What follows belongs to an exercise in optimizing a design on an open flow for small area; a production flow would make more cautious choices. Where RTL was checked, it was by simulation tests only, not by an equivalence proof against the original. No functional check of the RTL was part of runs 2 to 8. Power is estimated from default activity; no workload was simulated.

$ cat run.sh
#!/bin/bash
# synth_recipe.tcl (not shown) runs the flow's synth.tcl, then flattens the netlist and writes it again
# the make line also repeats each setting of config.mk as NAME=value (left out here)
make -C /OpenROAD-flow-scripts/flow DESIGN_CONFIG=/design/flow/config.mk WORK_HOME=/design/flow/orfs CLKGATE_MAP_FILE= SYNTH_SCRIPT=/design/flow/synth_recipe.tcl finish
$ cat config.mk
export PLATFORM = sky130hd
export DESIGN_NAME = Packet_Symbol_Width_adapter
export DESIGN_NICKNAME = Packet_Symbol_Width_adapter
export VERILOG_FILES = /design/flow/design.v
export SDC_FILE = /design/flow/constraint.sdc
export NUM_CORES = 4
export LEC_CHECK = 0
export CAP_MARGIN = 20
export CORE_MARGIN = 2
export CORE_UTILIZATION = 40
export PLACE_DENSITY = 0.6
export SLEW_MARGIN = 20
$ cat constraint.sdc
create_clock -name core_clock -period 4.0 [get_ports {clock_clk}]
set_input_delay 0.8000 -clock core_clock [delete_from_list [all_inputs] [get_ports {clock_clk}]]
set_output_delay 0.8000 -clock core_clock [all_outputs]
set_load 0.01 [all_outputs]
$ cat design.v
`timescale 1 ps / 1 ps
module Packet_Symbol_Width_adapter #(
		parameter INPUT_SYMBOL_WIDTH  = 256,
		parameter OUTPUT_SYMBOL_WIDTH = 32
	) (
		input  wire        clock_clk,              
		input  wire        reset_reset,            
		output reg  [OUTPUT_SYMBOL_WIDTH-1:0] aso_out0_data,          
		input  wire        aso_out0_ready,         
		output reg         aso_out0_valid,         
		output reg         aso_out0_endofpacket,   
		output reg         aso_out0_startofpacket, 
		input  wire [INPUT_SYMBOL_WIDTH-1:0] asi_in0_data,           
		output reg         asi_in0_ready,          
		input  wire        asi_in0_valid,          
		input  wire        asi_in0_endofpacket,    
		input  wire        asi_in0_startofpacket   
	);
    reg  [INPUT_SYMBOL_WIDTH-1:0] tInputSymbolBuffer;
    reg  [3:0] tInnerState;
    reg  [$clog2(INPUT_SYMBOL_WIDTH/OUTPUT_SYMBOL_WIDTH)+2:0] tOBytesCounter;
    reg  [20:0] tOSymbolCounter;
    reg  tPacketingState;
    always @(posedge clock_clk or posedge reset_reset) begin
        if(reset_reset) begin
            tInputSymbolBuffer <= 0;
            tOSymbolCounter <=0;
            tOBytesCounter <=0;
            tInnerState <= 0;
            tPacketingState <=0;
            asi_in0_ready<=1;
            aso_out0_data <=0;
            aso_out0_valid <=0;
            aso_out0_endofpacket <=0;
            aso_out0_startofpacket <=0;
        end
        else begin
            case(tInnerState)
                0:begin
                    asi_in0_ready <= 1 ;
                    aso_out0_valid <=0 ;
                    if(asi_in0_startofpacket && asi_in0_valid) begin
                        tInnerState<=1;
                        tInputSymbolBuffer <= asi_in0_data;
                        asi_in0_ready <= 0 ;
                    end
                end
                1:begin
                    if(aso_out0_startofpacket)
                        aso_out0_startofpacket<=0;
                    if(tOBytesCounter<(INPUT_SYMBOL_WIDTH/OUTPUT_SYMBOL_WIDTH))begin
                        if(!tPacketingState)begin
                            aso_out0_startofpacket<=1;
                            tPacketingState<=1;
                        end
                        aso_out0_valid <=1;
                        aso_out0_data  <= tInputSymbolBuffer[((INPUT_SYMBOL_WIDTH/OUTPUT_SYMBOL_WIDTH)-tOBytesCounter)*OUTPUT_SYMBOL_WIDTH-1-:OUTPUT_SYMBOL_WIDTH];
                        tOBytesCounter<=tOBytesCounter+1;
                        tOSymbolCounter<=tOSymbolCounter+1;
                    end
                    else begin
                        aso_out0_valid <=0;
                        asi_in0_ready <= 1 ;
                    end
                    if(asi_in0_valid &&asi_in0_ready) begin
                        tInputSymbolBuffer <= asi_in0_data;
                        asi_in0_ready  <= 0;
                        tOBytesCounter <= 0;
                        if(asi_in0_endofpacket)begin
                            tInnerState<=2;
                        end
                    end
                end
                2:begin
                    if(tOBytesCounter<(INPUT_SYMBOL_WIDTH/OUTPUT_SYMBOL_WIDTH))begin
                        aso_out0_valid <=1;
                        aso_out0_data  <= tInputSymbolBuffer[((INPUT_SYMBOL_WIDTH/OUTPUT_SYMBOL_WIDTH)-tOBytesCounter)*OUTPUT_SYMBOL_WIDTH-1-:OUTPUT_SYMBOL_WIDTH];
                        tOBytesCounter<=tOBytesCounter+1;
                        tOSymbolCounter<=tOSymbolCounter+1;
                        if(tOBytesCounter==(INPUT_SYMBOL_WIDTH/OUTPUT_SYMBOL_WIDTH)-1)
                            aso_out0_endofpacket<=1;
                    end
                    else begin
                        aso_out0_valid <=0;
                        asi_in0_ready<=1;
                        aso_out0_endofpacket<=0;
                        tPacketingState<=0;
                        tInnerState<=0;
                        tInputSymbolBuffer<=0;
                        tOBytesCounter<=0;
                        tOSymbolCounter<=0;
                    end
                end
            endcase
        end
    end
endmodule
==> flow_summary.yaml, run 1 <==
run_status:
  status: "no timing/DRC/antenna violations"
power_and_ir_drop:
  peakVddDrop_uv: 549
  seqPwrFrac: 0.280
  power_per_cell_area_mw_per_mm2: 962
  power.total_mw: 19.8
  p_sw_mw: 7.01
  leakage_nw: 8.94
  p_int_mw: 12.8
  pwr-share-comb: 0.559
  swShare: 0.354
  p_clk_frac: 0.161
global_routing:
  grt_usage: 0.206
  grt_remaining_overflow: 0
  grt_pass1_wl_um: 65500
  grt_pass1_vias: 10900
  grt_max_degree: 206
  antenna_found_initial: 9
die:
  ios: 298
  rows: 73
  dieArea_mm2: 0.0416
  dieWidth_um: 204
  core-area_mm2: 0.0395
  initial_utilization: 0.404
  die_y_um: 204
routing:
  drt-initial-drc-count: 519
  wire_per_inst_um: 21.4
  drc: 0
  first_pass_iters: 4
  drtAntennaViolNets: 0
  vias: 10100
  viasPerCell: 5.08
  routed_wl_um: 42500
synthesis:
  yosysUniqueCellTypes: 43
  synthTopCellsByArea: "dfrtp_1 47%, mux2_4 22%, nor2b_1 11%"
  yosys_warnings: 1
  synth-edff-count: 0
  ys.flop_type: "dfrtp_1"
  syn_area_per_cell_um2: 13.6
  netlist_instances: 1175
  async_reset_ff_frac: 1.00
  yosys.area.top_type_share: 0.470
  ys_seq_area_frac: 0.471
  synth_nets: 1443
  yosysTopAreaCell: "dfrtp_1"
  ys_seq_elements: 301
  syn_area_mm2: 0.0160
worst_setup_path:
  cpPeakStageDelay_ns: 0.79
  path_depth: 6
  arrival_ns: 3.53
  regToRegSetupSlack_ns: 0.91
  slowest_stage: "and4b_1"
  start_kind: "flip-flop"
  cp-startpoint: "tOBytesCounter[1]$_DFFE_PP0P_"
  path_cells: "inv_1, ha_4, nor2_1, and4b_1, and2_1, a221o_1"
  endpoint: "aso_out0_data[23]$_DFFE_PP0P_"
  reg2reg_to: "aso_out0_data[23]$_DFFE_PP0P_"
  worst-path-buf-inv: 1
  crit_type: "reg -> reg"
  cp-end-kind: "flip-flop"
  cp_top_family: "simple AND/OR/NAND/NOR gates"
  required_ns: 4.44
  crit_path_max_fanout: 43
  ff2ff_path_depth: 6
  r2r_start: "tOBytesCounter[1]$_DFFE_PP0P_"
timing:
  timing_hold_violations_final: 0
  rsz0062_at_grt: "false"
  post-route-period-util: 0.773
  setup_viol: 0
  holdWs_ns: 0.486
  fin_skew_ns: 0.0120
  slew_viol_final: 0
  timing.fmax_mhz: 323
  period_minus_slack_ns: 3.09
  slew_headroom: 0.357
  worstMarginPinSlew_ns: 0.964
clock_network:
  insertion_delay_ns: 0.51
  clk_pin_slew_ns: 0.06
  cts_num_sinks: 301
  post-cts-setup-buffers: 0
  clk_path_buf_depth: 3
  cts_buffers: 36
  cts-resized-gates: 0
  cts_max_level: 2
  cts-root-buf: "clkbuf_16"
  cts_hold_buf: 0
  cts_tree: "done"
placement:
  place.gp.congestion: 0.804
  port_buffers: 296
  dpl.hpwl_um: 28900
  dp.cells: 1929
cells_and_area:
  syn_to_final_growth_pct: 28.8
  layout-drive-gt1-share: 0.283
  final_nets: 1710
  finalNonFillerCells: 1992
hold_path:
  hp-class: "reg -> reg"
job:
  cap_violations: 0
## tightest hold or removal path, delay by kind of cell, from the launching register on
kind / cells / cell delay [ns]
compound gates: 2 / 0.11
flops: 1 / 0.34
## kinds of logic after synthesis
group / Yosys count / synth area share
AO/OA/AOI/OAI: 122 / 0.0616
flip-flops: 301 / 0.471
buffers and inverters: 102 / 0.0380
multiplexers: 321 / 0.302
AND/OR/NAND/NOR: 321 / 0.121
XOR/XNOR: 2 / 0.00110
adder cells (fa/ha/maj): 6 / 0.00470
## cells in the final DEF (no fill, tap or decap), types with 2 or more instances in the layout
cell type and count:
diode_2 2, nand2_1 8, a22oi_1 16, inv_1 6
a31oi_1 3, o22ai_1 2, ha_1 4, a221o_1 16
dfrtp_1 299, o31ai_1 17, mux4_2 32, a32oi_1 16
clkbuf_1 8, mux2_2 60, a221oi_1 16, and2_1 2
clkbuf_8 6, a21oi_1 9, nand3b_1 2, bufinv_16 2
buf_4 16, nor2b_1 274, ha_4 2, buf_12 11
a211oi_1 16, clkinvlp_4 3, a41oi_1 2, clkinv_2 6
clkdlybuf4s50_1 296, o21ai_0 3, mux2_4 229, clkbuf_16 37
nor2_1 25
## flip-flops by register name (all words and copies together), names as in the netlist
register,count
tPacketingState,1
tInputSymbolBuffer,256
asi_in0_ready,1
aso_out0_startofpacket,1
tInnerState,2
aso_out0_valid,1
aso_out0_data,32
tOBytesCounter,6
aso_out0_endofpacket,1
## synthesized netlist by cell type (2+ instances only)
cell type,count
dfrtp_1,300
nor2b_1,275
mux2_4,229
mux2_2,60
clkbuf_1,51
mux4_2,32
buf_6,28
nor2_1,25
o31ai_1,17
a211oi_1,16
a221o_1,16
a221oi_1,16
a22oi_1,16
a32oi_1,16
buf_2,11
a21oi_1,9
nand2_1,9
inv_1,7
ha_1,6
buf_1,4
a31oi_1,3
o21ai_0,3
a41oi_1,2
and2_1,2
nand3b_1,2
o22ai_1,2
xor2_1,2
## worst min path at each step
stage | from | endpoint | slack, ns | cells past startpoint
after floorplan | tPacketingState$_DFFE_PP0P_ | aso_out0_startofpacket$_DFFE_PP0P_ | 0.45 | 1
after global placement | aso_out0_data[8]$_DFFE_PP0P_ | aso_out0_data[8]$_DFFE_PP0P_ | 0.47 | 2
after detailed placement | aso_out0_data[3]$_DFFE_PP0P_ | aso_out0_data[3]$_DFFE_PP0P_ | 0.47 | 2
after CTS | aso_out0_data[3]$_DFFE_PP0P_ | aso_out0_data[3]$_DFFE_PP0P_ | 0.49 | 2
after global routing | aso_out0_data[13]$_DFFE_PP0P_ | aso_out0_data[13]$_DFFE_PP0P_ | 0.50 | 2
final | aso_out0_data[7]$_DFFE_PP0P_ | aso_out0_data[7]$_DFFE_PP0P_ | 0.49 | 2
## through the flow
stage	setup slack [ns]	util	setup TNS (ns)	instance area [um^2]
2_1_floorplan	-0.800	-	-240.07	16000
3_3_place_gp	0.890	0.491	0	19400
3_5_place_dp	0.811	0.491	0	19400
4_1_cts	0.804	0.520	0	20600
5_1_grt	0.716	0.520	0	20600
6_report	0.907	0.520	0	20600
## metal layers
metal | GRT usage | routed length [um] | vias to the layer above
met1 | 0.283 | 19200 | 5071
met5 | 0 | 77 | -
met4 | 0.0451 | 714 | 12
met3 | 0.0411 | 2330 | 57
li1 | - | - | 4723
met2 | 0.336 | 20200 | 259
## power by group through the flow
stage                     logic [mW]  registers, mW  clock network (mW)
after floorplan                 8.79           5.34                   0
after global placement          11.1           5.54                   0
after detailed placement        11.3           5.56                   0
after CTS                       11.3           5.54                3.28
after global routing            11.9           5.73                3.39
final                           11.1           5.55                3.19
## cell type report
cell class                      instances  area (um^2)
Timing Repair Buffer                  323         3300
Antenna cell                            2         5.00
Clock inverter                         10          105
Multi-Input combinational cell        772         7910
Clock buffer                           51         1040
Sequential cell                       301         7540
Inverter                                8         33.8
Fill cell                            3424        19000
Tap cell                              525          657
==> inputs of run 2 (changes only) <==
==> design.v (replaced) <==
`timescale 1 ps / 1 ps
module Packet_Symbol_Width_adapter #(
		parameter INPUT_SYMBOL_WIDTH  = 256,
		parameter OUTPUT_SYMBOL_WIDTH = 32
	) (
		input  wire        clock_clk,
		input  wire        reset_reset,
		output reg  [OUTPUT_SYMBOL_WIDTH-1:0] aso_out0_data,
		input  wire        aso_out0_ready,
		output wire        aso_out0_valid,
		output wire        aso_out0_endofpacket,
		output wire        aso_out0_startofpacket,
		input  wire [INPUT_SYMBOL_WIDTH-1:0] asi_in0_data,
		output wire        asi_in0_ready,
		input  wire        asi_in0_valid,
		input  wire        asi_in0_endofpacket,
		input  wire        asi_in0_startofpacket
	);
    localparam W = OUTPUT_SYMBOL_WIDTH;
    localparam N = INPUT_SYMBOL_WIDTH/OUTPUT_SYMBOL_WIDTH;
    localparam [3:0] P_LOAD = 4'd7, P_LAST = 4'd15, P_WAIT = 4'd0, P_IDLE = 4'd1;
    reg  [3:0] phase;
    reg        last;     
    reg        first;    
    reg  [INPUT_SYMBOL_WIDTH-1:0] sr;    
    wire idle  = (phase == P_IDLE);
    wire wait_ = (phase == P_WAIT);
    wire load  = asi_in0_valid & (wait_ | (idle & asi_in0_startofpacket));
    wire shift = (phase == P_LOAD) | (phase[3] & (phase != P_LAST));
    assign asi_in0_ready          = idle | wait_;
    assign aso_out0_valid         = phase[3];
    assign aso_out0_startofpacket = first & (phase == 4'd8);
    assign aso_out0_endofpacket   = last & (phase == P_LAST);
    always @(posedge clock_clk)
        sr <= load ? asi_in0_data : {sr[INPUT_SYMBOL_WIDTH-W-1:0], asi_in0_data[W-1:0]};
    always @(posedge clock_clk) begin
        if (load) begin
            first <= idle;
            last  <= wait_ & asi_in0_endofpacket;
        end
    end
    always @(posedge clock_clk or posedge reset_reset) begin
        if (reset_reset) begin
            phase         <= P_IDLE;
            aso_out0_data <= 0;
        end
        else begin
            if (shift)
                aso_out0_data <= sr[INPUT_SYMBOL_WIDTH-1-:W];
            if (load)
                phase <= P_LOAD;
            else if (phase == P_LAST)
                phase <= last ? P_IDLE : P_WAIT;
            else if (shift)
                phase <= phase + 4'd1;
        end
    end
endmodule
==> run 2 against run 1 <==
Still clean on timing, DRC and antenna. Synthesized cell count shrank 48%. Die area down 35%. First-iteration DRC count decreased by 67%. Clock skew is 0.0041 ns lower. Register-to-register slack improved by 0.63 ns. Final cell count shrank 36%. Worst setup slack improved by 0.052 ns. Wire length decreased by 52%. Via count decreased by 47%. Sequential share of layout area up 5.5 points. Critical endpoint is now aso_out0_endofpacket. Largest power group is now sequential cells.
==> flow_summary.yaml, run 2 <==
run_status:
  status: "no timing/DRC/antenna violations"
worst_setup_path:
  crit_type: "reg -> out"
  ff2ff_path_depth: 4
  start_kind: "flip-flop"
  cp-end-kind: "primary output"
  crit_path_max_fanout: 6
  path_cells: "ha_1, nand2_2, nor2_1, clkdlybuf4s50_1"
  r2r_start: "phase[0]$_DFFE_PP1P_"
  arrival_ns: 2.24
  cp-startpoint: "phase[0]$_DFFE_PP1P_"
  required_ns: 3.20
  slowest_stage: "dfstp_2"
  cpPeakStageDelay_ns: 0.58
  worst-path-buf-inv: 1
  path_depth: 4
  cp_top_family: "flip-flops"
synthesis:
  syn_area_per_cell_um2: 16.9
  syn_area_mm2: 0.0103
  synthTopCellsByArea: "dfxtp_1 50%, mux2_4 31%, dfrtp_1 8.5%"
  synth_most_common_cell: "dfxtp_1"
  ys_seq_area_frac: 0.590
  ys_seq_elements: 294
  synth_compound_area_frac: 0.00522
  ys.flop_type: "dfxtp_1"
  synth_top_family_by_area: "multiplexers"
  yosys_warnings: 1
  synth_nets: 877
  netlist_instances: 612
  synthAdderAreaFrac: 0.00364
  synthTopCellsByCount: "256 x dfxtp_1, 210 x mux2_4, 38 x mux2_2, 35 x dfrtp_1, 29 x buf_6"
  synth-edff-count: 2
  synth-xor-area-share: 0.00158
  yosys.area.top_type_share: 0.497
  async_reset_ff_frac: 0.122
  muxShareOfSynthArea: 0.357
  yosysTopAreaCell: "dfxtp_1"
  synthSimpleGateAreaFrac: 0.00898
  yosysUniqueCellTypes: 30
cells_and_area:
  final_common_cell: "clkdlybuf4s50_1"
  layout-drive-gt1-share: 0.323
  top_register: "sr"
  layout_common_cells: "296 x clkdlybuf4s50_1, 256 x dfxtp_1, 210 x mux2_4, 38 x mux2_2, 35 x dfrtp_1"
  final_nets: 1181
  reg_top3: "sr (256), aso_out0_data (32), phase (4)"
  largest_reg_flops: 256
  syn_to_final_growth_pct: 40.2
power_and_ir_drop:
  leakage_nw: 6.58
  power_per_cell_area_mw_per_mm2: 746
  peakVddDrop_uv: 462
die:
  dieWidth_um: 165
  initial_utilization: 0.408
  die_y_um: 165
  core-area_mm2: 0.0253
  ios: 298
  rows: 58
  dieArea_mm2: 0.0271
global_routing:
  grt_remaining_overflow: 0
  grtUsageMet1: 0.163
  grt_pass1_vias: 5779
  grt_pass1_wl_um: 30100
  antenna_found_initial: 2
  use_met2: 0.246
  grt-busiest-layer: "met2"
  grt_usage: 0.142
  grt_max_degree: 77
  gr-usage-met3: 0.0447
clock_network:
  cts_max_level: 1
  cts_num_sinks: 294
  cts-root-buf: "clkbuf_16"
  insertion_delay_ns: 0.54
  post-cts-setup-buffers: 0
  cts_buffers: 30
  clk_pin_slew_ns: 0.06
  cts-resized-gates: 0
  cts_tree: "done"
  cts_hold_buf: 0
  clk_path_buf_depth: 3
timing:
  setup_viol: 0
  slew_headroom: 0.287
  timing.fmax_mhz: 329
  rsz0062_at_grt: "false"
  timing_hold_violations_final: 0
  tns_ns: 0
  post-route-period-util: 0.760
  setup_ws_ns: 0.959
  worstMarginPinSlew_ns: 1.07
  fin_skew_ns: 0.00794
  period_minus_slack_ns: 3.04
  slew_viol_final: 0
hold_path:
  hp-start: "sr[228]$_DFF_P_"
  whs_path_depth: 1
  hp-class: "reg -> reg"
routing:
  drc: 0
  routed_wl_um: 20200
  first_pass_iters: 4
  viasPerCell: 4.23
  wire_per_inst_um: 15.9
  vias: 5375
  drtAntennaViolNets: 0
  drt-initial-drc-count: 170
placement:
  dpl.hpwl_um: 15300
  port_buffers: 296
  post-place-ws_ns: 1.27
  place.gp.congestion: 0.759
job:
  cap_violations: 0
run 2: changes by cell type after synthesis, moves of 17 or more:
cell	before	now
mux4_2	32	0
mux2_2	60	38
mux2_4	229	210
nor2_1	25	1
dfrtp_1	300	35
dfxtp_1	0	256
nor2b_1	275	1
o31ai_1	17	0
clkbuf_1	51	0
run 2: worst paths after layout:
path	endpoint	slack, ns
setup reg to reg	aso_out0_data[21]$_DFFE_PP0P_	1.54
max in group asynchronous	aso_out0_data[6]$_DFFE_PP0P_	2.67
hold / removal	aso_out0_data[4]$_DFFE_PP0P_	0.44
hold reg to reg	aso_out0_data[4]$_DFFE_PP0P_	0.44
min in group asynchronous	aso_out0_data[9]$_DFFE_PP0P_	0.68
setup / recovery	aso_out0_endofpacket	0.96
run 2: logic make-up after synthesis:
| logic type | after synthesis |
|---|---|
| AO/OA/AOI/OAI | 8 |
| XOR/XNOR | 1 |
| adder cells (fa/ha/maj) | 3 |
| buffers and inverters | 34 |
| flip-flops | 294 |
| multiplexers | 257 |
| AND/OR/NAND/NOR | 15 |
run 2: metal layers:
metal  share of wire  vias to the layer above  routed length, um
li1                -                     2722                  -
met2            0.50                      175              10100
met3           0.079                       31               1590
met1            0.40                     2447               8050
met5               0                        -                  0
met4           0.023                        0                475
run 2: worst register-to-register path, delay by kind of cell (launching register included):
kind,cells,cell delay [ns]
flops,1,0.58
mux,1,0.44
fa+ha+maj,1,0.27
xor+xnor,1,0.88
simple gates,1,0.18
run 2: power by group:
group	switching (mW)	total (mW)	leakage, nW	internal, mW
clock network	1.08	2.71	0.479	1.63
registers	0.410	4.59	2.60	4.18
logic	1.04	3.49	3.50	2.45
run 2: layout make-up:
cell class | instances | area [um^2]
Timing Repair Buffer | 301 | 3050
Fill cell | 2004 | 10800
Sequential cell | 294 | 6090
Multi-Input combinational cell | 284 | 3900
Clock buffer | 50 | 927
Clock inverter | 5 | 52.6
Inverter | 5 | 18.8
Antenna cell | 3 | 7.51
Tap cell | 330 | 413
run 2: through the flow:
stage / cell area, um^2 / std cells / util / hold slack (ns) / power [mW]
2_1_floorplan: 10300 / 612 / - / 0.417 / 7.27
3_3_place_gp: 13500 / 1214 / 0.533 / 0.422 / 8.07
3_5_place_dp: 13500 / 1214 / 0.533 / 0.427 / 8.20
4_1_cts: 14400 / 1269 / 0.572 / 0.447 / 10.9
5_1_grt: 14500 / 1271 / 0.572 / 0.457 / 11.3
6_report: 14500 / 1272 / 0.572 / 0.443 / 10.8
==> inputs of run 3 (changes only) <==
--- a/config.mk
+++ b/config.mk
@@ -7,2 +7,3 @@
 export LEC_CHECK = 0
+export ABC_AREA = 1
 export CAP_MARGIN = 20
==> run 3 against run 2 <==
Clock skew is essentially flat. Worst setup slack improved by 0.10 ns. Fmax grew 3.5%. Wire length increased by 23%. Area after synthesis shrank 4.0%. Synthesized cell count grew 94%. Total power shrank 4.7%. Non-clock buffer count grew 4. Sequential share of layout area up 1.1 points. Register-to-register slack got worse by 0.04 ns. Largest cell class unchanged.
==> flow_summary.yaml, run 3 <==
run_status:
  status: "no timing/DRC/antenna violations"
routing:
  drc: 0
  drtAntennaViolNets: 0
  drt-initial-drc-count: 505
  viasPerCell: 4.56
  wire_per_inst_um: 13.9
  first_pass_iters: 5
  routed_wl_um: 24900
  vias: 8164
synthesis:
  ys_seq_elements: 294
  yosys.area.top_type_share: 0.518
  synth-edff-count: 2
  yosysUniqueCellTypes: 22
  synth_most_common_cell: "nand2_1"
  yosys_warnings: 1
  syn_area_mm2: 0.00990
  ys.flop_type: "dfxtp_1"
  ys_seq_area_frac: 0.615
  synthTopCellsByCount: "523 x nand2_1, 260 x nand3_1, 256 x dfxtp_1, 48 x buf_2, 35 x dfrtp_1"
  synth_nets: 1452
  synthTopCellsByArea: "dfxtp_1 52%, nand2_1 20%, nand3_1 13%"
  yosysTopAreaCell: "dfxtp_1"
  netlist_instances: 1187
  syn_area_per_cell_um2: 8.34
  async_reset_ff_frac: 0.122
cells_and_area:
  reg_top3: "sr (256), aso_out0_data (32), phase (4)"
  layout-drive-gt1-share: 0.0464
  syn_to_final_growth_pct: 42.2
  layout_common_cells: "522 x nand2_1, 295 x clkdlybuf4s50_1, 260 x nand3_1, 256 x dfxtp_1, 35 x dfrtp_1"
  top_register: "sr"
  final_common_cell: "nand2_1"
  final_nets: 1706
  regArea_mm2: 0.00609
  largest_reg_flops: 256
  fillers: 2226
  utilization: 0.579
  multiInputGateArea_mm2: 0.00341
  finalNonFillerCells: 1790
  post-route-cell-area_mm2: 0.0141
timing:
  slew_viol_final: 0
  rsz0062_at_grt: "false"
  timing.fmax_mhz: 340
  slew_headroom: 0.281
  timing_hold_violations_final: 0
  tns_ns: 0
  setup_viol: 0
  holdWs_ns: 0.414
  period_minus_slack_ns: 2.94
  post-route-period-util: 0.735
  setup_ws_ns: 1.06
  fin_skew_ns: 0.00790
  worstMarginPinSlew_ns: 1.08
clock_network:
  clk_pin_slew_ns: 0.06
  clk_path_buf_depth: 3
  cts_max_level: 1
  cts_hold_buf: 0
  cts_tree: "done"
  cts-root-buf: "clkbuf_16"
  cts_num_sinks: 294
  cts_buffers: 31
  cts-resized-gates: 0
  insertion_delay_ns: 0.54
  post-cts-setup-buffers: 0
die:
  dieWidth_um: 161
  die_y_um: 161
  dieArea_mm2: 0.0260
  core-area_mm2: 0.0243
  ios: 298
  rows: 57
  initial_utilization: 0.407
placement:
  post-place-ws_ns: 1.14
  port_buffers: 296
  dpl.hpwl_um: 16200
  place.gp.congestion: 0.760
  placed_area_mm2: 0.0130
  dp.cells: 1732
worst_setup_path:
  crit_path_max_fanout: 5
  required_ns: 3.20
  cp-end-kind: "primary output"
  crit_type: "reg -> out"
  arrival_ns: 2.14
  start_kind: "flip-flop"
job:
  cap_violations: 0
power_and_ir_drop:
  power_per_cell_area_mw_per_mm2: 730
  leakage_nw: 6.67
  power.total_mw: 10.3
  peakVddDrop_uv: 552
global_routing:
  grt_max_degree: 225
  grt_pass1_wl_um: 39700
  grt_usage: 0.185
  grt_pass1_vias: 7793
  grt_remaining_overflow: 0
  antenna_found_initial: 0
hold_path:
  hp-class: "reg -> reg"
==> run 3: critical path, cell delays in order (launching register included) <==
cell,delay [ns]
dfstp_2,0.57
inv_1,0.06
ha_1,0.22
nand2_2,0.15
o21ai_0,0.12
clkdlybuf4s50_1,0.49
==> run 3: metal layers <==
layer	share of wire	wire length, um	vias to the layer above	track usage
li1	-	-	4277	-
met1	0.46	11400	3569	0.250
met2	0.44	10800	276	0.289
met3	0.086	2150	42	0.0573
met4	0.020	501	0	0.0511
met5	0	0	-	0
==> run 3: power by group <==
part	internal [mW]	leakage (nW)	switching, mW	total (mW)
Sequential	4.23	2.63	0.377	4.60
Combinational	1.20	3.53	1.62	2.82
Clock	1.74	0.519	1.11	2.85
Total	7.17	6.67	3.11	10.3
==> run 3: cells by family after synthesis <==
family / Yosys count / synth area share
AOI/OAI and AO/OA: 2 / 0.00101
xor gates and xnor gates: 1 / 0.000885
adders and majority gates: 3 / 0.00379
buffers and inverters: 94 / 0.0425
DFF: 294 / 0.615
muxes: 1 / 0.00114
and+or+nand+nor: 792 / 0.336
==> run 3: worst paths after layout <==
kind                                       from                    to  slack [ns]  depth (start not counted)
max                        phase[0]$_DFFE_PP1P_         asi_in0_ready        1.06                          5
min                               sr[6]$_DFF_P_        sr[38]$_DFF_P_        0.41                          2
max reg2reg                phase[0]$_DFFE_PP1P_       sr[134]$_DFF_P_        1.50                          8
min reg2reg                       sr[6]$_DFF_P_        sr[38]$_DFF_P_        0.41                          2
max in group asynchronous           reset_reset  phase[0]$_DFFE_PP1P_        3.00                          3
min in group asynchronous           reset_reset  phase[3]$_DFFE_PP0P_        0.66                          3
==> run 3: cell type report <==
| type | instances | share of cell area |
|---|---|---|
| clock inverter | 6 | 0.00409 |
| inverter | 10 | 0.00267 |
| tap | 324 | 0.0288 |
| multi-input combinational | 799 | 0.242 |
| sequential | 294 | 0.433 |
| clock buffer | 51 | 0.0705 |
| antenna | 1 | 0.000178 |
| timing repair buffer | 305 | 0.219 |
==> inputs of run 4 (changes only) <==
--- a/design.v
+++ b/design.v
@@ -33,4 +33,7 @@
     assign aso_out0_endofpacket   = last & (phase == P_LAST);
-    always @(posedge clock_clk)
-        sr <= load ? asi_in0_data : {sr[INPUT_SYMBOL_WIDTH-W-1:0], asi_in0_data[W-1:0]};
+    always @(posedge clock_clk) begin
+        sr[INPUT_SYMBOL_WIDTH-1:W] <= ({(INPUT_SYMBOL_WIDTH-W){load}}  & asi_in0_data[INPUT_SYMBOL_WIDTH-1:W])
+                                    | ({(INPUT_SYMBOL_WIDTH-W){shift}} & sr[INPUT_SYMBOL_WIDTH-W-1:0]);
+        sr[W-1:0] <= asi_in0_data[W-1:0];
+    end
     always @(posedge clock_clk) begin
==> flow/run.sh (new file) <==
#!/bin/bash
# Standard ORFS layout, with the port buffers made from the smallest buffer.
set -euo pipefail
bash standard.sh "BUFFER_PORTS_ARGS=-buffer_cell sky130_fd_sc_hd__buf_1" finish > standard.log 2>&1
==> standard.sh (new file) <==
#!/bin/bash
# synth_recipe.tcl (not shown) runs the flow's synth.tcl, then flattens the netlist and writes it again
# the make line also repeats each setting of config.mk as NAME=value (left out here)
make -C /OpenROAD-flow-scripts/flow DESIGN_CONFIG=/design/flow/config.mk WORK_HOME=/design/flow/orfs CLKGATE_MAP_FILE= SYNTH_SCRIPT=/design/flow/synth_recipe.tcl "${@:-finish}"
--- a/config.mk
+++ b/config.mk
@@ -7,3 +7,2 @@
 export LEC_CHECK = 0
-export ABC_AREA = 1
 export CAP_MARGIN = 20
removed: run.sh
==> run 4 against run 3 <==
Via count down 28%. Sequential power down 11%. Sequential share of layout area up 11 points. Hold slack worse by 0.064 ns. Critical endpoint is now aso_out0_endofpacket. Largest power group unchanged. Fmax up 9.4%. Critical path depth down 1. Largest cell class unchanged.
==> flow_summary.yaml, run 4 <==
power_and_ir_drop:
  leakage_nw: 4.57
  power_per_cell_area_mw_per_mm2: 809
  peakVddDrop_uv: 518
die:
  core-area_mm2: 0.0219
  initial_utilization: 0.409
  rows: 54
  die_y_um: 154
  dieArea_mm2: 0.0236
  dieWidth_um: 154
  ios: 298
synthesis:
  yosys_warnings: 1
  yosys.area.top_type_share: 0.573
  netlist_instances: 636
  synth_most_common_cell: "dfxtp_1"
  yosysTopAreaCell: "dfxtp_1"
  syn_area_mm2: 0.00894
  synth_nets: 901
  syn_area_per_cell_um2: 14.1
  synthSimpleGateAreaFrac: 0.00951
  synth_compound_area_frac: 0.225
  synth-edff-count: 2
  ys_seq_elements: 294
  synth_top_family_by_area: "compound AO/OA/AOI/OAI gates"
  synth-xor-area-share: 0.00182
  ys_seq_area_frac: 0.681
  ys.flop_type: "dfxtp_1"
  synthTopCellsByCount: "256 x dfxtp_1, 224 x a22o_1, 37 x buf_2, 35 x dfrtp_1"
  muxShareOfSynthArea: 0.0414
  synthTopCellsByArea: "dfxtp_1 57%, a22o_1 22%, dfrtp_1 9.8%"
  synthAdderAreaFrac: 0.00420
  async_reset_ff_frac: 0.122
  yosysUniqueCellTypes: 31
worst_setup_path:
  required_ns: 3.20
  cp-end-kind: "primary output"
  r2r_start: "phase[0]$_DFFE_PP1P_"
  cp-startpoint: "phase[0]$_DFFE_PP1P_"
  crit_path_max_fanout: 7
  slowest_stage: "dfstp_2"
  crit_type: "reg -> out"
  cpPeakStageDelay_ns: 0.59
  regToRegSetupSlack_ns: 1.34
  reg2reg_to: "sr[175]$_DFF_P_"
  endpoint: "aso_out0_endofpacket"
  ff2ff_path_depth: 6
  start_kind: "flip-flop"
  arrival_ns: 1.89
  path_cells: "ha_1, nand2_2, nor2_1, buf_1"
placement:
  place.gp.congestion: 0.801
  dpl.hpwl_um: 13700
  port_buffers: 296
timing:
  setup_viol: 0
  rsz0062_at_grt: "false"
  slew_viol_final: 0
  tns_ns: 0
  period_minus_slack_ns: 2.69
  holdWs_ns: 0.349
  post-route-period-util: 0.671
  worstMarginPinSlew_ns: 1.08
  timing_hold_violations_final: 0
  fin_skew_ns: 0.0132
  slew_headroom: 0.278
  timing.fmax_mhz: 372
clock_network:
  insertion_delay_ns: 0.54
  cts_num_sinks: 294
  cts-root-buf: "clkbuf_16"
  cts-resized-gates: 0
  post-cts-setup-buffers: 0
  cts_buffers: 30
  cts_tree: "done"
  cts_hold_buf: 0
  clk_pin_slew_ns: 0.06
  clk_path_buf_depth: 3
  cts_max_level: 1
hold_path:
  whs_path_depth: 1
  hp-class: "in -> reg"
routing:
  routed_wl_um: 19700
  drt-initial-drc-count: 242
  drc: 0
  first_pass_iters: 4
  drtAntennaViolNets: 0
  viasPerCell: 4.77
  wire_per_inst_um: 16.1
  vias: 5840
cells_and_area:
  final_common_cell: "buf_1"
  syn_to_final_growth_pct: 25.5
  layout_common_cells: "296 x buf_1, 256 x dfxtp_1, 224 x a22o_1, 35 x dfrtp_1, 32 x clkbuf_16"
  layout-drive-gt1-share: 0.0794
  reg_top3: "sr (256), aso_out0_data (32), phase (4)"
  top_register: "sr"
  final_nets: 1186
  largest_reg_flops: 256
global_routing:
  grt_remaining_overflow: 0
  grt_max_degree: 145
  grt_usage: 0.163
  grt_pass1_vias: 6027
  grt_pass1_wl_um: 31300
  antenna_found_initial: 0
run_status:
  status: "no timing/DRC/antenna violations"
job:
  cap_violations: 0
[run 4: cell count changes in the layout (fill, tap and decap cells not counted), moves of 5 or more]
cell	before	now
inv_1	9	4
nand2_1	522	3
buf_1	0	296
nand3_1	260	1
mux2_2	1	16
mux2_1	0	16
clkdlybuf4s50_1	295	0
a22o_1	0	224
[run 4: power breakdown]
group / internal (mW) / switching (mW)
combinational: 0.964 / 1.28
sequential: 3.78 / 0.309
clock: 1.67 / 1.07
total: 6.42 / 2.67
[run 4: critical path: cells and delay by family (launching register included)]
| kind | cells | cell delay [ns] |
|---|---|---|
| adder cells (fa/ha/maj) | 1 | 0.26 |
| AND/OR/NAND/NOR | 2 | 0.32 |
| buffers and inverters | 1 | 0.19 |
| flip-flops | 1 | 0.59 |
[run 4: how the worst min path moves through the flow]
| stage | start | end |
|---|---|---|
| after floorplan | sr[236]$_DFF_P_ | aso_out0_data[12]$_DFFE_PP0N_ |
| after CTS | asi_in0_data[25] | sr[25]$_DFF_P_ |
| after detailed placement | sr[222]$_DFF_P_ | sr[254]$_DFF_P_ |
| after global routing | asi_in0_data[15] | sr[15]$_DFF_P_ |
| after global placement | sr[248]$_DFF_P_ | aso_out0_data[24]$_DFFE_PP0N_ |
| final | asi_in0_data[9] | sr[9]$_DFF_P_ |
[run 4: cells by family (layout without fill, tap and decap cells)]
| logic type | count (synthesis) | after routing |
|---|---|---|
| xor+xnor | 1 | 1 |
| buf+inv | 58 | 366 |
| mux | 33 | 33 |
| fa+ha+maj | 3 | 3 |
| compound gates | 232 | 232 |
| simple gates | 15 | 15 |
| flops | 294 | 294 |
| other cells | 0 | 1 |
[run 4: final cells by class]
cell class / count / area [um^2]
Fill cell: 2030 / 10700
Sequential cell: 294 / 6090
Multi-Input combinational cell: 284 / 2530
Timing Repair Buffer: 306 / 1220
Clock buffer: 51 / 952
Tap cell: 280 / 350
Clock inverter: 4 / 48.8
Inverter: 5 / 23.8
Antenna cell: 1 / 2.50
[run 4: routing by layer]
| metal | wire length [um] | part of all wire | vias up | track usage |
|---|---|---|---|---|
| li1 | - | - | 2958 | - |
| met1 | 8880 | 0.45 | 2605 | 0.216 |
| met2 | 8550 | 0.43 | 228 | 0.248 |
| met3 | 1620 | 0.082 | 49 | 0.0507 |
| met4 | 680 | 0.034 | 0 | 0.0655 |
| met5 | 0 | 0 | - | 0 |
[run 4: stage by stage]
step / cell area [um^2] / std cells / total power [mW] / setup slack [ns] / util
floorplan: 8940 / 636 / 5.85 / 2.09 / -
global placement: 10200 / 1169 / 6.38 / 1.35 / 0.467
detailed placement: 10200 / 1169 / 6.44 / 1.32 / 0.467
CTS: 11200 / 1224 / 9.20 / 1.25 / 0.513
global route: 11200 / 1224 / 9.63 / 1.15 / 0.513
finish: 11200 / 1225 / 9.08 / 1.31 / 0.513
==> inputs of run 5 (changes only) <==
==> flow/run.sh (replaced) <==
#!/bin/bash
# Standard ORFS layout, with the port buffers made from the smallest buffer
# and a clock tree of small buffers without dummy loads.
set -euo pipefail
bash standard.sh "BUFFER_PORTS_ARGS=-buffer_cell sky130_fd_sc_hd__buf_1" \
  "CTS_ARGS=-sink_clustering_enable -repair_clock_nets -dont_use_dummy_load -buf_list sky130_fd_sc_hd__clkbuf_4" \
  finish > standard.log 2>&1
==> run 5 against run 4 <==
Still clean. Non-clock buffer count did not move. Sequential cell count is the same. Synthesized cell count unchanged. Final cell count rose by 1.7%. Critical path depth unchanged. Clock skew grew 0.060 ns. Via count grew 3.8%. First-iteration DRC count fell by 7.0%. Fmax down 3.6%. Combinational power hardly changed. Clock-buffer cell count up 24. Register-to-register slack got worse by 0.03 ns. Critical path type unchanged. Largest cell class unchanged.
==> flow_summary.yaml, run 5 <==
hold_path:
  hp-start: "asi_in0_data[30]"
  hp-class: "in -> reg"
synthesis:
  synth-edff-count: 2
  ys.flop_type: "dfxtp_1"
  syn_area_mm2: 0.00894
  synth_nets: 901
  synthTopCellsByArea: "dfxtp_1 57%, a22o_1 22%, dfrtp_1 9.8%"
  yosysTopAreaCell: "dfxtp_1"
  yosys.area.top_type_share: 0.573
  netlist_instances: 636
  ys_seq_area_frac: 0.681
  async_reset_ff_frac: 0.122
  yosys_warnings: 1
  synthTopCellsByCount: "256 x dfxtp_1, 224 x a22o_1, 37 x buf_2, 35 x dfrtp_1"
  yosysUniqueCellTypes: 31
  ys_seq_elements: 294
  syn_area_per_cell_um2: 14.1
  synth_most_common_cell: "dfxtp_1"
cells_and_area:
  layout-drive-gt1-share: 0.110
  reg_top3: "sr (256), aso_out0_data (32), phase (4)"
  largest_reg_flops: 256
  final_common_cell: "buf_1"
  top_register: "sr"
  layout_common_cells: "296 x buf_1, 256 x dfxtp_1, 224 x a22o_1, 75 x clkbuf_4, 35 x dfrtp_1"
  regArea_mm2: 0.00609
  fillers: 2097
  final_nets: 1231
  syn_to_final_growth_pct: 20.6
  multiInputGateArea_mm2: 0.00253
timing:
  timing.fmax_mhz: 359
  tns_ns: 0
  period_minus_slack_ns: 2.79
  worstMarginPinSlew_ns: 1.06
  fin_skew_ns: 0.0728
  post-route-period-util: 0.696
  slew_viol_final: 0
  timing_hold_violations_final: 0
  slew_headroom: 0.291
  rsz0062_at_grt: "false"
  setup_viol: 0
worst_setup_path:
  arrival_ns: 1.99
  required_ns: 3.20
  worst-path-buf-inv: 1
  crit_type: "reg -> out"
  crit_path_max_fanout: 7
  slowest_stage: "dfstp_2"
  cp-startpoint: "phase[0]$_DFFE_PP1P_"
  path_cells: "ha_1, nand2_2, nor2_1, buf_1"
  cp-end-kind: "primary output"
  cp_top_family: "flip-flops"
  r2r_start: "phase[0]$_DFFE_PP1P_"
  cpPeakStageDelay_ns: 0.59
  start_kind: "flip-flop"
die:
  initial_utilization: 0.409
  dieWidth_um: 154
  dieArea_mm2: 0.0236
  rows: 54
  die_y_um: 154
  core-area_mm2: 0.0219
  ios: 298
routing:
  drt-initial-drc-count: 225
  wire_per_inst_um: 16.1
  viasPerCell: 4.87
  first_pass_iters: 4
  routed_wl_um: 20100
  vias: 6064
  drtAntennaViolNets: 0
  drc: 0
clock_network:
  cts_num_sinks: 294
  cts-root-buf: "clkbuf_4"
  clk_path_buf_depth: 3
  post-cts-setup-buffers: 0
  clk_pin_slew_ns: 0.06
  cts_max_level: 3
  cts_buffers: 75
  insertion_delay_ns: 0.64
  cts_hold_buf: 0
  cts_tree: "done"
  cts-resized-gates: 0
job:
  cap_violations: 0
global_routing:
  grtUsageMet1: 0.212
  use_met2: 0.245
  grt_max_degree: 145
  grt_usage: 0.169
  grt_remaining_overflow: 0
  antenna_found_initial: 1
  grt-busiest-layer: "met2"
  gr-usage-met3: 0.0747
  grt_pass1_vias: 6361
  grt_pass1_wl_um: 31800
power_and_ir_drop:
  pwr-share-comb: 0.275
  peakVddDrop_uv: 531
  leakage_nw: 4.43
  p_int_mw: 5.60
  swShare: 0.315
  p_sw_mw: 2.57
  seqPwrFrac: 0.501
  power_per_cell_area_mw_per_mm2: 757
  p_clk_frac: 0.224
  power.total_mw: 8.16
placement:
  port_buffers: 296
  place.gp.congestion: 0.801
  dpl.hpwl_um: 13700
run_status:
  status: "no timing/DRC/antenna violations"
## run 5: cell families (layout without fill, tap and decap cells)
family | after synthesis | in the layout | share of synthesized area
other cells | 0 | 2 | 0
mux | 33 | 33 | 0.0414
compound gates | 232 | 232 | 0.225
flops | 294 | 294 | 0.681
xor+xnor | 1 | 1 | 0.00182
buf+inv | 58 | 386 | 0.0375
simple gates | 15 | 15 | 0.00951
fa+ha+maj | 3 | 3 | 0.00420
## run 5: layout make-up
class / instances / area share
sequential: 294 / 0.564
multi-input combinational: 284 / 0.235
timing repair buffer: 306 / 0.113
clock buffer: 75 / 0.0522
tap: 280 / 0.0325
inverter: 5 / 0.00220
antenna: 2 / 0.000464
## run 5: layer usage
| metal | vias up | wire length, um |
|---|---|---|
| met4 | 0 | 641 |
| met3 | 52 | 1860 |
| met2 | 265 | 8700 |
| met5 | - | 0 |
| met1 | 2697 | 8860 |
| li1 | 3050 | - |
## run 5: path summary, 6_finish.rpt
path,endpoint,slack (ns),cells past startpoint
min in group asynchronous,phase[1]$_DFFE_PP0P_,0.33,2
worst min register to register,sr[150]$_DFF_P_,0.41,1
max in group asynchronous,aso_out0_data[21]$_DFFE_PP0N_,3.01,3
worst max-delay path,aso_out0_endofpacket,1.21,4
worst max register to register,sr[175]$_DFF_P_,1.31,6
worst min-delay path,sr[30]$_DFF_P_,0.24,1
## run 5: metrics by stage
stage               instances  cell area, um^2  hold WS [ns]  worst slack [ns]  utilization
floorplan                 636             8940         0.424              2.09            -
global placement         1169            10200         0.425              1.35        0.467
detailed placement       1169            10200         0.432              1.32        0.467
CTS                      1244            10800         0.155              1.09        0.493
global route             1245            10800         0.160              1.04        0.493
finish                   1246            10800         0.242              1.21        0.493
## run 5: power groups by stage
stage | Sequential, mW | Clock [mW] | Combinational [mW]
floorplan | 4.12 | 0 | 1.73
global placement | 4.14 | 0 | 2.25
detailed placement | 4.16 | 0 | 2.28
CTS | 4.10 | 1.93 | 2.28
global route | 4.18 | 2.08 | 2.51
finish | 4.09 | 1.83 | 2.25
==> inputs of run 6 (changes only) <==
==> flow/run.sh (replaced) <==
#!/bin/bash
# Standard ORFS layout, with the port buffers made from the smallest buffer
# and a clock tree of small buffers without dummy loads.
set -euo pipefail
bash standard.sh "BUFFER_PORTS_ARGS=-buffer_cell sky130_fd_sc_hd__buf_1" \
  "CTS_ARGS=-sink_clustering_enable -repair_clock_nets -dont_use_dummy_load -buf_list sky130_fd_sc_hd__clkbuf_16" \
  finish > standard.log 2>&1
==> run 6 against run 5 <==
Critical path depth is the same. Design area grew 1.7%. Global-route usage shrank 0.68 points.
==> flow_summary.yaml, run 6 <==
clock_network:
  cts-resized-gates: 0
  cts_buffers: 30
  cts_hold_buf: 0
  cts_max_level: 1
  post-cts-setup-buffers: 0
  cts-root-buf: "clkbuf_16"
  cts_num_sinks: 294
  clk_pin_slew_ns: 0.06
  insertion_delay_ns: 0.53
  cts_tree: "done"
  clk_path_buf_depth: 3
synthesis:
  async_reset_ff_frac: 0.122
  synth-xor-area-share: 0.00182
  synthAdderAreaFrac: 0.00420
  synth_nets: 901
  netlist_instances: 636
  synth_compound_area_frac: 0.225
  ys_seq_elements: 294
  syn_area_per_cell_um2: 14.1
  muxShareOfSynthArea: 0.0414
  synth_top_family_by_area: "compound AO/OA/AOI/OAI gates"
  synth_most_common_cell: "dfxtp_1"
  synth-edff-count: 2
  ys_seq_area_frac: 0.681
  yosys.area.top_type_share: 0.573
  yosys_warnings: 1
  synthSimpleGateAreaFrac: 0.00951
  yosysTopAreaCell: "dfxtp_1"
  synthTopCellsByCount: "256 x dfxtp_1, 224 x a22o_1, 37 x buf_2, 35 x dfrtp_1"
  ys.flop_type: "dfxtp_1"
  yosysUniqueCellTypes: 31
  synthTopCellsByArea: "dfxtp_1 57%, a22o_1 22%, dfrtp_1 9.8%"
  syn_area_mm2: 0.00894
routing:
  drtAntennaViolNets: 0
  first_pass_iters: 4
  viasPerCell: 4.83
  drc: 0
  vias: 5790
  drt-initial-drc-count: 230
  wire_per_inst_um: 16.4
  routed_wl_um: 19700
die:
  rows: 54
  die_y_um: 154
  dieArea_mm2: 0.0236
  ios: 298
  core-area_mm2: 0.0219
  dieWidth_um: 154
  initial_utilization: 0.409
timing:
  rsz0062_at_grt: "false"
  timing.fmax_mhz: 372
  post-route-period-util: 0.671
  slew_viol_final: 0
  tns_ns: 0
  timing_hold_violations_final: 0
  worstMarginPinSlew_ns: 1.08
  fin_skew_ns: 0.0209
  period_minus_slack_ns: 2.68
  setup_viol: 0
  slew_headroom: 0.281
hold_path:
  hp-class: "in -> reg"
power_and_ir_drop:
  peakVddDrop_uv: 575
  power_per_cell_area_mw_per_mm2: 786
  leakage_nw: 4.45
global_routing:
  grt_pass1_vias: 5986
  antenna_found_initial: 0
  grt_usage: 0.162
  grt_remaining_overflow: 0
  grt_max_degree: 145
  grt_pass1_wl_um: 31100
worst_setup_path:
  crit_path_max_fanout: 7
  arrival_ns: 1.88
  start_kind: "flip-flop"
  required_ns: 3.20
  cp-end-kind: "primary output"
  crit_type: "reg -> out"
placement:
  port_buffers: 296
  place.gp.congestion: 0.801
  placed_area_mm2: 0.0102
  dpl.hpwl_um: 13700
cells_and_area:
  final_common_cell: "buf_1"
  layout-drive-gt1-share: 0.0664
  layout_common_cells: "296 x buf_1, 256 x dfxtp_1, 224 x a22o_1, 35 x dfrtp_1, 30 x clkbuf_16"
  fillers: 2044
  syn_to_final_growth_pct: 22.7
  top_register: "sr"
  final_nets: 1186
  reg_top3: "sr (256), aso_out0_data (32), phase (4)"
  largest_reg_flops: 256
  post-route-cell-area_mm2: 0.0110
run_status:
  status: "no timing/DRC/antenna violations"
job:
  cap_violations: 0
[run 6: cell counts after synthesis]
Identical to the previous run, type by type.
[run 6: where the power goes]
part	internal [mW]	total [mW]	switching (mW)
clock network	1.30	2.28	0.981
logic	0.963	2.24	1.28
registers	3.78	4.09	0.310
total	6.05	8.62	2.57
[run 6: stage by stage]
| step | setup slack (ns) | cells | power (mW) | util | hold slack (ns) |
|---|---|---|---|---|---|
| floorplan | 2.09 | 636 | 5.85 | - | 0.424 |
| global placement | 1.35 | 1169 | 6.38 | 0.467 | 0.425 |
| detailed placement | 1.32 | 1169 | 6.44 | 0.467 | 0.432 |
| CTS | 1.26 | 1199 | 8.74 | 0.501 | 0.332 |
| global route | 1.16 | 1199 | 9.15 | 0.501 | 0.330 |
| finish | 1.32 | 1200 | 8.62 | 0.501 | 0.352 |
[run 6: path summary, 6_finish.rpt]
path	slack, ns	to	cells past startpoint	startpoint
worst max register to register	1.33	sr[175]$_DFF_P_	6	phase[0]$_DFFE_PP1P_
worst max-delay path	1.32	aso_out0_endofpacket	4	phase[0]$_DFFE_PP1P_
min in group asynchronous	0.43	aso_out0_data[3]$_DFFE_PP0N_	2	reset_reset
worst min register to register	0.43	sr[52]$_DFF_P_	1	sr[20]$_DFF_P_
max in group asynchronous	2.91	aso_out0_data[27]$_DFFE_PP0N_	3	reset_reset
worst min-delay path	0.35	sr[9]$_DFF_P_	1	asi_in0_data[9]
[run 6: metal layers]
metal | global-route usage | up-vias | part of all wire
met1 | 0.214 | 2574 | 0.45
met3 | 0.0524 | 51 | 0.084
li1 | - | 2936 | -
met2 | 0.249 | 229 | 0.43
met4 | 0.0625 | 0 | 0.038
met5 | 0 | - | 0
[run 6: kinds of logic (layout without fill, tap and decap cells)]
group,Yosys count,in the layout
flops,294,294
compound gates,232,232
buf+inv,58,341
mux,33,33
simple gates,15,15
fa+ha+maj,3,3
xor+xnor,1,1
other cells,0,1
[run 6: worst max-delay path, cell delays in order, from the launching register on]
cell and delay (ns):
dfstp_2 0.59, ha_1 0.26, nand2_2 0.16, nor2_1 0.17
buf_1 0.19
[run 6: cell type report]
type | count | area (um^2) | share of cell area
flip-flops and latches | 294 | 6090 | 0.555
multi-input cells | 284 | 2530 | 0.231
repair buffers | 306 | 1220 | 0.112
clock buffers | 30 | 751 | 0.0684
well taps | 280 | 350 | 0.0319
inverters | 5 | 23.8 | 0.00217
diodes | 1 | 2.50 | 0.000228
==> inputs of run 7 (changes only) <==
==> flow/run.sh (replaced) <==
#!/bin/bash
# Standard ORFS layout, with the port buffers made from the smallest buffer
# and a clock tree of small buffers without dummy loads.
set -euo pipefail
bash standard.sh "BUFFER_PORTS_ARGS=-buffer_cell sky130_fd_sc_hd__buf_1" \
  "CTS_ARGS=-sink_clustering_enable -repair_clock_nets -dont_use_dummy_load -buf_list sky130_fd_sc_hd__clkbuf_8" \
  finish > standard.log 2>&1
==> run 7 against run 6 <==
Clock power fell by 12%. Clock skew rose by 0.0032 ns. Non-clock buffer count did not move. Design area fell by 0.95%. Worst setup slack improved by 0.0040 ns. Global-route usage rose by 0.22 points. Area after synthesis did not move. Critical path depth did not move. Combinational power barely moved. Final cell count rose by 1.4%. Largest cell class unchanged. Largest power group unchanged.
==> flow_summary.yaml, run 7 <==
synthesis:
  ys_seq_area_frac: 0.681
  synth-edff-count: 2
  yosysTopAreaCell: "dfxtp_1"
  synthTopCellsByArea: "dfxtp_1 57%, a22o_1 22%, dfrtp_1 9.8%"
  netlist_instances: 636
  ys.flop_type: "dfxtp_1"
  yosysUniqueCellTypes: 31
  syn_area_mm2: 0.00894
  yosys_warnings: 1
  syn_area_per_cell_um2: 14.1
  synthTopCellsByCount: "256 x dfxtp_1, 224 x a22o_1, 37 x buf_2, 35 x dfrtp_1"
  async_reset_ff_frac: 0.122
  synth_nets: 901
  yosys.area.top_type_share: 0.573
  synth_most_common_cell: "dfxtp_1"
  ys_seq_elements: 294
global_routing:
  gr-usage-met3: 0.0603
  grt_pass1_vias: 6173
  grt_max_degree: 145
  grt-busiest-layer: "met2"
  grt_pass1_wl_um: 31300
  grt_remaining_overflow: 0
  use_met2: 0.247
  antenna_found_initial: 0
  grt_usage: 0.164
  grtUsageMet1: 0.213
cells_and_area:
  reg_top3: "sr (256), aso_out0_data (32), phase (4)"
  final_common_cell: "buf_1"
  top_register: "sr"
  utilization: 0.496
  fillers: 2068
  largest_reg_flops: 256
  layout-drive-gt1-share: 0.0833
  syn_to_final_growth_pct: 21.5
  layout_common_cells: "296 x buf_1, 256 x dfxtp_1, 224 x a22o_1, 47 x clkbuf_8, 35 x dfrtp_1"
  final_nets: 1203
  post-route-cell-area_mm2: 0.0109
worst_setup_path:
  reg2reg_to: "sr[175]$_DFF_P_"
  cp-startpoint: "phase[0]$_DFFE_PP1P_"
  slowest_stage: "dfstp_2"
  cp_top_family: "flip-flops"
  r2r_start: "phase[0]$_DFFE_PP1P_"
  arrival_ns: 1.88
  worst-path-buf-inv: 1
  required_ns: 3.20
  cp-end-kind: "primary output"
  path_cells: "ha_1, nand2_2, nor2_1, buf_1"
  regToRegSetupSlack_ns: 1.33
  crit_type: "reg -> out"
  ff2ff_path_depth: 6
  endpoint: "aso_out0_endofpacket"
  crit_path_max_fanout: 7
  path_depth: 4
  cpPeakStageDelay_ns: 0.59
  start_kind: "flip-flop"
timing:
  slew_viol_final: 0
  setup_viol: 0
  timing.fmax_mhz: 373
  post-route-period-util: 0.670
  worstMarginPinSlew_ns: 1.07
  rsz0062_at_grt: "false"
  slew_headroom: 0.286
  period_minus_slack_ns: 2.68
  tns_ns: 0
  timing_hold_violations_final: 0
  fin_skew_ns: 0.0241
  holdWs_ns: 0.363
clock_network:
  cts-root-buf: "clkbuf_8"
  clk_pin_slew_ns: 0.06
  post-cts-setup-buffers: 0
  cts_max_level: 2
  insertion_delay_ns: 0.52
  cts_num_sinks: 294
  cts-resized-gates: 0
  cts_buffers: 47
  cts_tree: "done"
  clk_path_buf_depth: 3
  cts_hold_buf: 0
routing:
  routed_wl_um: 19900
  vias: 5872
  drtAntennaViolNets: 0
  drt-initial-drc-count: 221
  drc: 0
  wire_per_inst_um: 16.3
  viasPerCell: 4.82
  first_pass_iters: 4
hold_path:
  hp-class: "in -> reg"
die:
  ios: 298
  initial_utilization: 0.409
  die_y_um: 154
  dieArea_mm2: 0.0236
  dieWidth_um: 154
  rows: 54
  core-area_mm2: 0.0219
power_and_ir_drop:
  peakVddDrop_uv: 543
  pwr-share-comb: 0.269
  p_sw_mw: 2.55
  seqPwrFrac: 0.491
  power_per_cell_area_mw_per_mm2: 767
  leakage_nw: 4.42
  p_clk_frac: 0.240
  p_int_mw: 5.78
  power.total_mw: 8.34
  swShare: 0.307
placement:
  port_buffers: 296
  place.gp.congestion: 0.801
  dpl.hpwl_um: 13700
  placed_area_mm2: 0.0102
job:
  cap_violations: 0
run_status:
  status: "no timing/DRC/antenna violations"
## run 7: cell counts after synthesis
Identical to the previous run, type by type.
## run 7: how the worst min path moves through the flow
| stage | slack (ns) | start | cells after the start | end |
|---|---|---|---|---|
| floorplan | 0.42 | sr[236]$_DFF_P_ | 1 | aso_out0_data[12]$_DFFE_PP0N_ |
| global placement | 0.43 | sr[248]$_DFF_P_ | 1 | aso_out0_data[24]$_DFFE_PP0N_ |
| detailed placement | 0.43 | sr[222]$_DFF_P_ | 1 | sr[254]$_DFF_P_ |
| CTS | 0.32 | asi_in0_data[6] | 1 | sr[6]$_DFF_P_ |
| global route | 0.32 | asi_in0_data[6] | 1 | sr[6]$_DFF_P_ |
| finish | 0.36 | asi_in0_data[6] | 1 | sr[6]$_DFF_P_ |
## run 7: per-stage QoR
step	instances	setup WS [ns]
global placement	1169	1.35
finish	1217	1.32
global route	1216	1.13
detailed placement	1169	1.32
floorplan	636	2.09
CTS	1216	1.24
## run 7: area by class of cell
| cell class | count | area, um^2 | share of cell area |
|---|---|---|---|
| antenna | 1 | 2.50 | 0.000230 |
| clock buffer | 47 | 647 | 0.0595 |
| inverter | 5 | 23.8 | 0.00219 |
| multi-input combinational | 284 | 2530 | 0.233 |
| sequential | 294 | 6090 | 0.560 |
| tap | 280 | 350 | 0.0322 |
| timing repair buffer | 306 | 1220 | 0.113 |
## run 7: power by group through the flow
| stage | combinational, mW | clock (mW) | sequential [mW] |
|---|---|---|---|
| after global routing | 2.51 | 2.20 | 4.18 |
| after global placement | 2.25 | 0 | 4.14 |
| final | 2.25 | 2.00 | 4.09 |
| after detailed placement | 2.28 | 0 | 4.16 |
| after floorplan | 1.73 | 0 | 4.12 |
| after CTS | 2.29 | 2.08 | 4.10 |
## run 7: metal layers
metal / share of wire / wire length [um] / vias up
li1: - / - / 2959
met1: 0.44 / 8760 / 2621
met2: 0.44 / 8770 / 246
met3: 0.086 / 1720 / 46
met4: 0.031 / 614 / 0
met5: 0 / 0 / -
## run 7: cells by family (layout without fill, tap and decap cells)
logic type | after synthesis | after routing | synth area share
DFF | 294 | 294 | 0.681
AOI/OAI and AO/OA | 232 | 232 | 0.225
buffers and inverters | 58 | 358 | 0.0375
muxes | 33 | 33 | 0.0414
and+or+nand+nor | 15 | 15 | 0.00951
adders and majority gates | 3 | 3 | 0.00420
xor gates and xnor gates | 1 | 1 | 0.00182
other | 0 | 1 | 0
## run 7: worst reg2reg max path: cells and delay by family (launching register included)
family	cells	cell delay [ns]
AOI/OAI and AO/OA	2	0.32
adders and majority gates	1	0.21
and+or+nand+nor	1	0.20
buffers and inverters	2	1.26
DFF	1	0.59
==> inputs of run 8 (changes only) <==
==> design.v (replaced) <==
`timescale 1 ps / 1 ps
module Packet_Symbol_Width_adapter #(
		parameter INPUT_SYMBOL_WIDTH  = 256,
		parameter OUTPUT_SYMBOL_WIDTH = 32
	) (
		input  wire        clock_clk,
		input  wire        reset_reset,
		output reg  [OUTPUT_SYMBOL_WIDTH-1:0] aso_out0_data,
		input  wire        aso_out0_ready,
		output wire        aso_out0_valid,
		output wire        aso_out0_endofpacket,
		output wire        aso_out0_startofpacket,
		input  wire [INPUT_SYMBOL_WIDTH-1:0] asi_in0_data,
		output wire        asi_in0_ready,
		input  wire        asi_in0_valid,
		input  wire        asi_in0_endofpacket,
		input  wire        asi_in0_startofpacket
	);
    localparam W = OUTPUT_SYMBOL_WIDTH;
    localparam N = INPUT_SYMBOL_WIDTH/OUTPUT_SYMBOL_WIDTH;
    localparam [3:0] P_LOAD = 4'b1000, P_LAST = 4'b0000, P_WAIT = 4'b0001, P_IDLE = 4'b0010;
    reg  [3:0] phase;
    reg        hold;     
    reg        last;     
    reg        first;    
    reg  [INPUT_SYMBOL_WIDTH-1:0] sr;    
    wire shift = phase[3];
    wire ready = ~phase[3] & (phase[1] | phase[0]);
    wire load  = asi_in0_valid & ~phase[3] & (phase[0] | (phase[1] & asi_in0_startofpacket));
    assign asi_in0_ready          = ready;
    assign aso_out0_valid         = phase[3] ? |phase[2:0] : ~(phase[1] | phase[0]);
    assign aso_out0_startofpacket = first & phase[3] & ~phase[2] & ~phase[1] & phase[0];
    assign aso_out0_endofpacket   = last & ~phase[3] & ~phase[1] & ~phase[0];
    always @(posedge clock_clk) begin
        sr[INPUT_SYMBOL_WIDTH-1:W] <= ({(INPUT_SYMBOL_WIDTH-W){load}}  & asi_in0_data[INPUT_SYMBOL_WIDTH-1:W])
                                    | ({(INPUT_SYMBOL_WIDTH-W){shift}} & sr[INPUT_SYMBOL_WIDTH-W-1:0]);
        sr[W-1:0] <= asi_in0_data[W-1:0];
    end
    always @(posedge clock_clk) begin
        if (ready) begin
            first <= phase[1];
            last  <= phase[0] & asi_in0_endofpacket;
        end
    end
    reg [3:0] phase_nx;
    always @(*) begin
        if (load)
            phase_nx = P_LOAD;
        else if (phase[3])
            phase_nx = phase + 4'd1;
        else if (~phase[1] & ~phase[0])
            phase_nx = last ? P_IDLE : P_WAIT;
        else
            phase_nx = phase;
    end
    always @(posedge clock_clk or posedge reset_reset) begin
        if (reset_reset) begin
            phase         <= P_IDLE;
            hold          <= 1'b1;
            aso_out0_data <= 0;
        end
        else begin
            aso_out0_data <= ({W{shift}} & sr[INPUT_SYMBOL_WIDTH-1-:W]) | ({W{hold}} & aso_out0_data);
            phase <= phase_nx;
            hold  <= ~phase_nx[3];
        end
    end
endmodule
==> flow/run.sh (replaced) <==
#!/bin/bash
# Standard ORFS layout, with the port buffers made from the smallest buffer
# and a clock tree of small buffers without dummy loads.
set -euo pipefail
bash standard.sh "BUFFER_PORTS_ARGS=-buffer_cell sky130_fd_sc_hd__buf_1" \
  "CTS_ARGS=-sink_clustering_enable -repair_clock_nets -dont_use_dummy_load -buf_list sky130_fd_sc_hd__clkbuf_4 -sink_clustering_size 12 -sink_clustering_max_diameter 60" \
  finish > standard.log 2>&1
==> run 8 against run 7 <==
Sequential cell count grew 1. Clock skew grew 0.018 ns. Total power shrank 3.9%. First-iteration DRC count grew 31%. Global-route usage is essentially flat. Sequential share of layout area grew 3.4 points. Sequential power grew 14%. Via count shrank 0.46%. Largest cell class unchanged. Highest routed layer unchanged.
==> flow_summary.yaml, run 8 <==
run_status:
  status: "no timing/DRC/antenna violations"
placement:
  dpl.hpwl_um: 13400
  place.gp.congestion: 0.741
  placed_area_mm2: 0.0101
  post-place-ws_ns: 1.82
  port_buffers: 296
synthesis:
  yosys_warnings: 1
  ys_seq_elements: 295
  synth-edff-count: 2
  ys_seq_area_frac: 0.696
  syn_area_per_cell_um2: 13.8
  netlist_instances: 637
  yosysUniqueCellTypes: 25
  ys.flop_type: "dfxtp_1"
  synthTopCellsByArea: "dfxtp_1 58%, a22o_1 26%, dfrtp_1 10%"
  yosysTopAreaCell: "dfxtp_1"
  yosys.area.top_type_share: 0.583
  syn_area_mm2: 0.00879
  synth_nets: 901
  synthTopCellsByCount: "256 x a22o_1, 256 x dfxtp_1, 35 x dfrtp_1, 30 x clkbuf_1, 25 x buf_2"
  async_reset_ff_frac: 0.125
worst_setup_path:
  required_ns: 3.20
  start_kind: "flip-flop"
  crit_path_max_fanout: 50
  r2r_start: "phase[3]$_DFF_PP0_"
  crit_type: "reg -> out"
  cp-startpoint: "phase[3]$_DFF_PP0_"
  arrival_ns: 2.06
  cp_top_family: "flip-flops"
  slowest_stage: "dfrtp_4"
  cpPeakStageDelay_ns: 0.82
  worst-path-buf-inv: 1
  path_cells: "nor2b_1, nand3_1, nor2_1, buf_1"
  cp-end-kind: "primary output"
clock_network:
  insertion_delay_ns: 0.67
  cts-resized-gates: 0
  cts_buffers: 29
  cts_num_sinks: 295
  cts_max_level: 1
  cts_hold_buf: 0
  clk_pin_slew_ns: 0.12
  post-cts-setup-buffers: 0
  cts_tree: "done"
  clk_path_buf_depth: 3
  cts-root-buf: "clkbuf_4"
timing:
  fin_skew_ns: 0.0418
  post-route-period-util: 0.714
  setup_viol: 0
  slew_viol_final: 0
  slew_headroom: 0.224
  rsz0062_at_grt: "false"
  worstMarginPinSlew_ns: 1.16
  period_minus_slack_ns: 2.86
  timing.fmax_mhz: 350
  timing_hold_violations_final: 0
  tns_ns: 0
  setup_ws_ns: 1.14
die:
  dieArea_mm2: 0.0232
  initial_utilization: 0.405
  rows: 54
  dieWidth_um: 152
  ios: 298
  core-area_mm2: 0.0217
  die_y_um: 152
global_routing:
  grt_pass1_vias: 5781
  grt_remaining_overflow: 0
  grt_pass1_wl_um: 31100
  antenna_found_initial: 1
  grt_max_degree: 219
  grt_usage: 0.164
cells_and_area:
  final_nets: 1174
  layout-drive-gt1-share: 0.0419
  largest_reg_flops: 256
  post-route-cell-area_mm2: 0.0103
  layout_common_cells: "296 x buf_1, 256 x a22o_1, 256 x dfxtp_1, 34 x dfrtp_1, 29 x clkbuf_4"
  final_common_cell: "buf_1"
  top_register: "sr"
  syn_to_final_growth_pct: 17.2
  reg_top3: "sr (256), aso_out0_data (32), phase (4)"
job:
  cap_violations: 0
hold_path:
  hp-start: "asi_in0_data[8]"
  hp-class: "in -> reg"
power_and_ir_drop:
  power_per_cell_area_mw_per_mm2: 778
  leakage_nw: 4.13
  peakVddDrop_uv: 780
routing:
  viasPerCell: 4.92
  routed_wl_um: 20100
  drtAntennaViolNets: 0
  drc: 0
  wire_per_inst_um: 16.9
  vias: 5845
  drt-initial-drc-count: 289
  first_pass_iters: 5
==> run 8: path summary, 6_finish.rpt <==
kind / cells past startpoint / to / slack, ns
max: 4 / aso_out0_startofpacket / 1.14
max reg2reg: 2 / sr[214]$_DFF_P_ / 1.90
min: 1 / sr[8]$_DFF_P_ / 0.20
min reg2reg: 1 / aso_out0_data[23]$_DFF_PP0_ / 0.43
max in group asynchronous: 3 / aso_out0_data[5]$_DFF_PP0_ / 3.01
min in group asynchronous: 2 / aso_out0_data[21]$_DFF_PP0_ / 0.24
==> run 8: metal layers <==
metal  wire (um)  track usage  up-vias
li1            -            -     2943
met1        9300        0.226     2635
met2        8670        0.251      237
met3        1750       0.0563       30
met4         383       0.0387        0
met5           0            0        -
==> run 8: area by class of cell <==
cell class | instances | area, um^2
Fill cell | 2046 | 11400
Sequential cell | 295 | 6120
Multi-Input combinational cell | 280 | 2420
Timing Repair Buffer | 300 | 1180
Tap cell | 280 | 350
Clock buffer | 29 | 218
Inverter | 4 | 15.0
Antenna cell | 1 | 2.50
==> run 8: stage by stage <==
stage / power (mW) / util / cells / hold WS [ns]
2_1_floorplan: 6.27 / - / 637 / 0.433
3_3_place_gp: 6.86 / 0.465 / 1159 / 0.436
3_5_place_dp: 6.92 / 0.465 / 1159 / 0.439
4_1_cts: 8.11 / 0.475 / 1188 / 0.122
5_1_grt: 8.53 / 0.475 / 1189 / 0.125
6_report: 8.01 / 0.475 / 1189 / 0.204
==> run 8: report_power, final <==
part	switching, mW	leakage, nW	internal [mW]	total (mW)
Sequential	0.538	2.63	4.14	4.68
Clock	0.856	0.133	0.333	1.19
Combinational	0.994	1.36	1.15	2.14
Total	2.39	4.13	5.62	8.01
==> run 8: kinds of logic after synthesis <==
kind of cell    share of synthesized area
mux                               0.00242
fa+ha+maj                         0.00285
simple gates                      0.00868
buf+inv                            0.0300
flops                               0.696
xor+xnor                         0.000997
compound gates                      0.260
==> run 8: worst register-to-register path: stages, from the launching register on <==
cell	delay, ns
dfrtp_4	0.82
buf_12	0.55
a22o_1	0.69

==> separate check: timing with driven ports <==
No port has a modelled driver above. Below, the same layouts with a new extraction and two added sets of constraints.
Step 1 assumes that a clkbuf_16 drives the clock port and a buf_2 every other input.
Step 2, shift: input delay + t, output delay - t, t = (earliest + latest rising clock arrival at the registers) / 2. This alone moves slack from input paths to output paths.
a / b / c = ideal / step 1 / step 2; a / b = the first two.
run | t (ns) | slack for setup (ns)
run 1 | 0.558 | 0.907 / 0.907 / 0.814
run 2 | 0.579 | 0.959 / 0.913 / 1.245
run 3 | 0.583 | 1.061 / 1.012 / 1.149
run 4 | 0.573 | 1.314 / 1.272 / 1.272
run 5 | 0.642 | 1.214 / 1.179 / 1.263
run 6 | 0.566 | 1.315 / 1.273 / 1.266
run 7 | 0.550 | 1.319 / 1.279 / 1.275
run 8 | 0.682 | 1.142 / 1.106 / 1.789
After both steps every run listed still meets setup and hold.
